This is an optimization exercise on Yosys and OpenROAD, whose aim is small area, not a production implementation. Function was checked by simulation only, so behaviour that the tests miss may differ from the original. Power is estimated from default activity; no workload was simulated.

==> inputs of run H <==
==> flow/design.v <==
`timescale 1 ns / 1 ps
module washingmachine_top (
	clk,
	rst_n,
	i_start_n,
	i_water_full_n,
	i_acc_n,
	o_state,
	o_index_n,
	o_seg_n,
	o_lsb
);
input clk, rst_n;
input i_start_n;
input i_acc_n;
input i_water_full_n;
output [5:0] o_state;
output [3:0] o_index_n;
output [7:0] o_seg_n;
output [6:0] o_lsb;
reg [1:0] r4;    
reg [1:0] r3;    
reg [2:0] r5;    
reg h24;
reg h240;
wire odd   = r4[0] ^ r4[1];
wire r4is3 = r4[1] & ~r4[0];
wire r3is2 = r3[1];
wire r5is0 = ~r5[2] & ~r5[0];
wire r5is4 = r5[2] & ~r5[1];
wire t12   = r4is3 & r3is2;           
wire t120  = t12 & h24 & r5is4;       
always @(posedge clk or negedge rst_n) begin
	if (!rst_n) begin
		r4 <= 2'b00;
		r3 <= 2'b00;
		r5 <= 3'b000;
		h24 <= 1'b0;
		h240 <= 1'b0;
	end else begin
		r4 <= {r4[0], ~r4[1]};
		r3 <= {r3[0], ~(r3[0] | r3[1])};
		r5 <= {r5[1], r5[0], ~(r5[2] | r5[1])};
		h24 <= h24 ^ t12;
		h240 <= h240 ^ t120;
	end
end
wire scan = odd & r5is0;
reg clk_reg, clk_reg_d;
always @(posedge clk) begin
	clk_reg <= i_acc_n ? h240 : h24;
	clk_reg_d <= clk_reg;
end
wire tick = clk_reg & ~clk_reg_d;
reg [2:0] st;
wire s_idle  = ~st[2] & ~st[0];
wire s_water =  st[0] & ~st[1];
wire s_rinse =  st[1] & ~st[2];
wire s_drain =  st[2] &  st[0];
wire s_dry   =  st[1] & ~st[0];
wire s_alert =  st[2] & ~st[1];
wire run = st[1] | st[2];
reg done_r;
reg twinkle;
wire adv = (s_idle & ~i_start_n) | (s_water & ~i_water_full_n) | (run & done_r);
always @(posedge clk or negedge rst_n) begin
	if (!rst_n)
		st <= 3'b000;
	else if (adv)
		st <= {st[1], st[0], ~st[2]};
end
always @(posedge clk)
	twinkle <= s_alert;
assign o_state = ~{s_alert, s_dry, s_drain, s_rinse, s_water, s_idle};
reg [3:0] t;     
reg [3:0] s1;    
reg [2:0] s10;   
reg [3:0] m;     
wire at_limit = s_rinse ? (m[3] & m[1]) :
                s_drain ? (s10[1] & s10[0]) :
                s_dry   ? (m[2] & m[0]) :
                          s10[0];
wire clr = ~run | (tick & at_limit);
wire t9 = t[3] & t[0];
wire s19 = s1[3] & s1[0];
wire s105 = s10[2] & s10[0];
wire c1 = tick & t9;
wire c2 = c1 & s19;
wire c3 = c2 & s105;
function [3:0] inc10;
	input [3:0] v;
	begin
		inc10[0] = ~v[0];
		inc10[1] = (v[1] ^ v[0]) & ~v[3];
		inc10[2] = v[2] ^ (v[1] & v[0]);
		inc10[3] = (v[2] & v[1] & v[0]) | (v[3] & ~v[0]);
	end
endfunction
always @(posedge clk)
	done_r <= run & tick & at_limit;
always @(posedge clk or negedge rst_n) begin
	if (!rst_n)
		t <= 4'd0;
	else if (clr)
		t <= 4'd0;
	else if (tick)
		t <= inc10(t);
end
always @(posedge clk) begin
	if (clr) begin
		s1 <= 4'd0;
		s10 <= 3'd0;
		m <= 4'd0;
	end else begin
		if (c1)
			s1 <= inc10(s1);
		if (c2)
			s10 <= {(s10[1] & s10[0]) | (s10[2] & ~s10[0]), (s10[1] ^ s10[0]) & ~s10[2], ~s10[0]};
		if (c3)
			m <= {m[3] | (m[2] & m[1] & m[0]), m[2] ^ (m[1] & m[0]), m[1] ^ m[0], ~m[0]};
	end
end
reg [3:0] index;
reg [3:0] number;
wire m10 = m[3] & m[1];
always @(posedge clk or negedge rst_n) begin
	if (!rst_n) begin
		index <= 4'b0000;
		number <= 4'd0;
	end else if (scan) begin
		index <= {index[2:0], ~(index[0] | index[1] | index[2])};
		number <= index[0] ? {1'b0, s10} :
		          index[1] ? {m[3] & ~m[1], m[2], m[1] & ~m[3], m[0]} :
		          index[2] ? {3'b000, m10} :
		                     s1;
	end
end
function [6:0] seg7;
	input [3:0] v;
	begin
		seg7[6] = v[3] | v[1] | ~(v[2] ^ v[0]);
		seg7[5] = ~v[2] | ~(v[1] ^ v[0]);
		seg7[4] = v[2] | ~v[1] | v[0];
		seg7[3] = v[3] | (~v[2] & ~v[0]) | (v[1] & ~v[0]) | (~v[2] & v[1]) | (v[2] & ~v[1] & v[0]);
		seg7[2] = ~v[0] & (~v[2] | v[1]);
		seg7[1] = v[3] | (~v[1] & ~v[0]) | (v[2] & ~v[1]) | (v[2] & ~v[0]);
		seg7[0] = v[3] | (v[2] ^ v[1]) | (v[1] & ~v[0]);
	end
endfunction
assign o_lsb = ~seg7(t);
assign o_seg_n = ~{seg7(number), index[0] & (~twinkle | h240)};
assign o_index_n = ~index;
endmodule
==> flow/flow/run.sh <==
#!/bin/bash
# Own layout flow: the standard layout (standard.sh) with two changes:
#  - synthesis runs flow/synth.tcl: the standard synthesis script with an
#    area-oriented abc script and no half/full adder cell extraction
#    (registers and their names are unchanged);
#  - port buffers are the smallest buffer cell (buf_1).
# Each tool's output goes to a log file in this folder.
set -euo pipefail
W=$(pwd)
sed -e "s#SYNTH_SCRIPT=[^ ]*synth_recipe.tcl#SYNTH_SCRIPT=$W/flow/synth.tcl 'BUFFER_PORTS_ARGS=-buffer_cell sky130_fd_sc_hd__buf_1'#" standard.sh > own_standard.sh
grep -q "SYNTH_SCRIPT=$W/flow/synth.tcl" own_standard.sh
bash own_standard.sh > own_flow.log 2>&1
==> flow/flow/area.abc <==
strash
dc2
&get -n
&deepsyn -I 4 -T 20
&dch -f
&nf -a -R 1000
&put
strash
dch -f
map -a
topo
==> flow/flow/synth.tcl <==
proc synth {args} { yosys synth -nofsm -noshare {*}$args }
proc extract_fa {args} { puts "own flow: extract_fa skipped, adders go to abc" }
set ::own_abc_script [file join [file dirname [file normalize [info script]]] area.abc]
proc abc {args} {
  set i [lsearch -exact $args -script]
  if {$i >= 0} {
    set args [lreplace $args $i [expr {$i + 1}] -script $::own_abc_script]
  }
  puts "own flow: abc $args"
  yosys abc {*}$args
}
source $::env(SCRIPTS_DIR)/synth.tcl
# left out here: clear keep_hierarchy, flatten, clean up, hide names made inside functions, write 1_2_yosys.v
==> flow/standard.sh <==
#!/bin/bash
# synth_recipe.tcl (not shown) runs the flow's synth.tcl, then flattens the netlist and writes it again
# the make line also repeats each setting of config.mk as NAME=value (left out here)
make -C /OpenROAD-flow-scripts/flow DESIGN_CONFIG=/design/flow/config.mk WORK_HOME=/design/flow/orfs CLKGATE_MAP_FILE= SYNTH_SCRIPT=/design/flow/synth_recipe.tcl "${@:-finish}"
==> flow/config.mk <==
export PLATFORM = sky130hd
export DESIGN_NAME = washingmachine_top
export DESIGN_NICKNAME = washingmachine_top
export VERILOG_FILES = /design/flow/design.v
export SDC_FILE = /design/flow/constraint.sdc
export NUM_CORES = 4
export LEC_CHECK = 0
export CAP_MARGIN = 20
export CORE_MARGIN = 2
export CORE_UTILIZATION = 40
export CTS_BUF_LIST = sky130_fd_sc_hd__clkbuf_4
export SLEW_MARGIN = 20
==> flow/constraint.sdc <==
create_clock -name core_clock -period 20.0 [get_ports {clk}]
set_input_delay 4.0000 -clock core_clock [delete_from_list [all_inputs] [get_ports {clk}]]
set_output_delay 4.0000 -clock core_clock [all_outputs]
set_load 0.01 [all_outputs]
==> run E (differences from run H) <==
==> flow/run.sh (new file) <==
#!/bin/bash
# synth_recipe.tcl (not shown) runs the flow's synth.tcl, then flattens the netlist and writes it again
# the make line also repeats each setting of config.mk as NAME=value (left out here)
make -C /OpenROAD-flow-scripts/flow DESIGN_CONFIG=/design/flow/config.mk WORK_HOME=/design/flow/orfs CLKGATE_MAP_FILE= SYNTH_SCRIPT=/design/flow/synth_recipe.tcl finish
--- a/flow/config.mk
+++ b/flow/config.mk
@@ -6,7 +6,7 @@
 export NUM_CORES = 4
 export LEC_CHECK = 0
+export ABC_AREA = 1
 export CAP_MARGIN = 20
 export CORE_MARGIN = 2
 export CORE_UTILIZATION = 40
-export CTS_BUF_LIST = sky130_fd_sc_hd__clkbuf_4
 export SLEW_MARGIN = 20
removed: flow/flow/run.sh
removed: flow/flow/area.abc
removed: flow/flow/synth.tcl
removed: flow/standard.sh
==> metrics.md <==
| Metric | Value |
|---|---|
| Status | complete, no violations |
| Int Pwr | 118 uW |
| Syn Inst Count | 206 |
| Final worst path period share | 29.0% |
| Top cells by area, synth | dfrtp_1 (36%), dfxtp_1 (18%), clkinv_1 (9.2%) |
| Synth Area in Compound Gates | 15.8% |
| Worst R2R Path Depth | 12 |
| Area of the multi-input gates | 613 um^2 |
| Global routing met3 resource utilization | 4.87% |
| Commonest non-fill, non-tap cell in the layout | clkinv_1 |
| First-pass GRT wire length | 5.66 mm |
| Metal2 WL | 1.50 mm |
| Non-filler cells, final | 294 |
| Flop pwr share | 48.5% |
(the above is from run H)
==> metrics.md <==
| Metric | Value |
|---|---|
| Area of the multi-input gates | 966 um^2 |
| Top cells by area, synth | dfrtp_1 (29%), dfxtp_1 (15%), ha_1 (12%) |
| Syn Inst Count | 259 |
| First-pass GRT wire length | 6.57 mm |
| Non-filler cells, final | 364 |
| Synth Area in Compound Gates | under 10% |
| Int Pwr | between 100 and 150 uW |
| Status | complete, no violations |
| Flop pwr share | 41.0% |
| Final worst path period share | a little under a third |
| Commonest non-fill, non-tap cell in the layout | nand2_1 |
(the above is from run E)

re-timing with driven ports:
The results above use ideal ports. As a check the final layouts listed here were re-extracted and re-timed, cells and wires unchanged.
Step 1 (the two cells are an assumption about what drives the block):
set clk [get_ports {clk}]
set_driving_cell -lib_cell sky130_fd_sc_hd__clkbuf_16 $clk
set_driving_cell -lib_cell sky130_fd_sc_hd__buf_2 [delete_from_list [all_inputs] $clk]
Step 2 also shifts input and output timing later by t, the mid clock arrival at the registers, as if the neighbouring blocks saw the same clock.
Slacks: ideal / step 1 / step 2; pairs: ideal / step 1.
run | shift t [ns] | setup slack, ns | pins driven straight from the clock port
run H | 0.356 | 14.207 / 14.184 / 14.540 | 1
run E | 0.309 | 13.902 / 13.877 / 14.186 | 1
After both steps every run listed still meets setup and hold.
